From an optimization exercise on the open Yosys and OpenROAD flow, aimed at small area; shortcuts taken in it are not production practice.
The RTL was checked by simulation tests, not by an equivalence proof against the original design.
No activity file was given, so power comes from the tool's default toggle rates.

// fir
module fir #(parameter DWIDTH = 16)
(
  input clk,
  input rstn,
  input signed [DWIDTH-1:0] i_data,
  output signed [(2*DWIDTH)-1:0] o_data
);
reg [15:0] d [0:26];
reg [4:0] cnt;       
reg [31:0] acc;
integer m;
always @(posedge clk) begin
  d[0] <= i_data;
  for (m = 1; m < 27; m = m + 1) d[m] <= d[m-1];
end
always @(posedge clk) begin
  if (!rstn)          cnt <= 5'd0;
  else if (cnt != 28) cnt <= cnt + 5'd1;
end
wire [15:0] u0 = ~(d[12] & {16{cnt >= 5'd13}});
wire [15:0] u2 = ~(d[14] & {16{cnt >= 5'd15}});
wire [15:0] u4 = ~(d[16] & {16{cnt >= 5'd17}});
wire [15:0] u6 = ~(d[18] & {16{cnt >= 5'd19}});
wire [15:0] u8 = ~(d[20] & {16{cnt >= 5'd21}});
wire [15:0] u10 = ~(d[22] & {16{cnt >= 5'd23}});
wire [15:0] u12 = ~(d[24] & {16{cnt >= 5'd25}});
wire [15:0] u14 = ~(d[26] & {16{cnt >= 5'd27}});
wire a_n1 = ~u0[15];
wire a_n2 = ~u14[15];
wire a_s3, a_c4;
fir_ha u_a_s3 (.a(u0[0]), .b(u14[0]), .s(a_s3), .co(a_c4));
wire a_s5, a_c6;
fir_fa u_a_s5 (.a(u0[1]), .b(u14[1]), .c(a_c4), .s(a_s5), .co(a_c6));
wire a_s7, a_c8;
fir_fa u_a_s7 (.a(u0[2]), .b(u14[2]), .c(a_c6), .s(a_s7), .co(a_c8));
wire a_s9, a_c10;
fir_fa u_a_s9 (.a(u0[3]), .b(u14[3]), .c(a_c8), .s(a_s9), .co(a_c10));
  ...
Size: ~1400 cells after synthesis, roughly 560 flip-flops.
==> flow/config.mk <==
export PLATFORM = sky130hd
export DESIGN_NAME = fir
export DESIGN_NICKNAME = fir
export VERILOG_FILES = /design/flow/design.v
export SDC_FILE = /design/flow/constraint.sdc
export NUM_CORES = 4
export LEC_CHECK = 0
export CAP_MARGIN = 20
export CORE_MARGIN = 2
export CORE_UTILIZATION = 40
export SLEW_MARGIN = 20
export SYNTH_HIERARCHICAL = 1
export SYNTH_MINIMUM_KEEP_SIZE = 0
==> flow/constraint.sdc <==
create_clock -name core_clock -period 8.0 [get_ports {clk}]
set_input_delay 1.6000 -clock core_clock [delete_from_list [all_inputs] [get_ports {clk}]]
set_output_delay 1.6000 -clock core_clock [all_outputs]
set_load 0.01 [all_outputs]
standard.sh (not shown) runs the stock make flow with config.mk's settings and CLKGATE_MAP_FILE= SYNTH_SCRIPT=/design/flow/synth_recipe.tcl, a recipe that flattens the netlist after the stock synthesis.
==> flow/flow/run.sh <==
#!/bin/bash
set -euo pipefail
cd "$(dirname "$0")/.."
export CTS_ARGS="-sink_clustering_enable -repair_clock_nets -dont_use_dummy_load -sink_clustering_size 18 -sink_clustering_max_diameter 70 -buf_list {sky130_fd_sc_hd__clkbuf_8}"
export BUFFER_PORTS_ARGS="-buffer_cell sky130_fd_sc_hd__buf_1"
bash standard.sh > flow_make.log 2>&1
The first run finished clean.
==> next run, changes <==
==> flow/run.sh (new file) <==
#!/bin/bash
# synth_recipe.tcl (not shown) runs the flow's synth.tcl, then flattens the netlist and writes it again
# the make line also repeats each setting of config.mk as NAME=value (left out here)
make -C /OpenROAD-flow-scripts/flow DESIGN_CONFIG=/design/flow/config.mk WORK_HOME=/design/flow/orfs CLKGATE_MAP_FILE= SYNTH_SCRIPT=/design/flow/synth_recipe.tcl finish
- CORE_UTILIZATION: 40 -> 70
removed: flow/flow/run.sh
removed: flow/standard.sh
With this change the flow completed, yet does not pass: negative setup slack. Fmax fell by a few percent. Worst setup slack gets worse by 560 ps. Routed wire length rose by well over a third. Non-clock buffer count rose by 2. Core utilization rose by 37 points. Area after synthesis stays the same. Cell count fell by roughly a tenth. Final area rose by a few percent. Sequential cell count stays the same.
==> next run, changes <==
==> flow/flow/run.sh (new file) <==
#!/bin/bash
set -euo pipefail
cd "$(dirname "$0")/.."
export CTS_ARGS="-sink_clustering_enable -repair_clock_nets -dont_use_dummy_load -buf_list {sky130_fd_sc_hd__clkbuf_4 sky130_fd_sc_hd__clkbuf_8}"
export BUFFER_PORTS_ARGS="-buffer_cell sky130_fd_sc_hd__buf_1"
bash standard.sh > flow_make.log 2>&1
==> flow/standard.sh (new file) <==
#!/bin/bash
# synth_recipe.tcl (not shown) runs the flow's synth.tcl, then flattens the netlist and writes it again
# the make line also repeats each setting of config.mk as NAME=value (left out here)
make -C /OpenROAD-flow-scripts/flow DESIGN_CONFIG=/design/flow/config.mk WORK_HOME=/design/flow/orfs CLKGATE_MAP_FILE= SYNTH_SCRIPT=/design/flow/synth_recipe.tcl "${@:-finish}"
- CORE_UTILIZATION: 70 -> 40
removed: flow/run.sh
What happened: With this change the flow produced a clean layout; via count falls by 14%; synthesized area does not change; core utilization decreases by 36 points; sequential power hardly moves; synthesized cell count stays the same; fmax rose by 8.2%; worst setup slack gains 620 ps; routed wire length drops by 29%; total power is lower by 12%; count of clock-buffer cells in the layout came out higher by 19.

## static timing again, ports no longer ideal
The results above use ideal ports. As a check the final layouts listed here were re-extracted and re-timed, cells and wires unchanged. Step 1, drivers: a clkbuf_16 drives clk and a buf_2 each remaining input, both assumed. Step 2, shift: input delay + t, output delay - t, t = (earliest + latest rising clock arrival at the registers) / 2. This alone moves slack from input paths to output paths. Slacks: ideal / step 1 / step 2; pairs: ideal / step 1.
run | t, ns | slack for setup (ns) | worst hold slack (ns)
the first run | 0.646 | 0.445 / 0.445 / 0.445 | 0.297 / 0.297 / 0.297
the second run | 0.632 | -0.118 / -0.118 / -0.118 | 0.320 / 0.320 / 0.320
the third run | 0.658 | 0.499 / 0.499 / 0.499 | 0.309 / 0.309 / 0.309
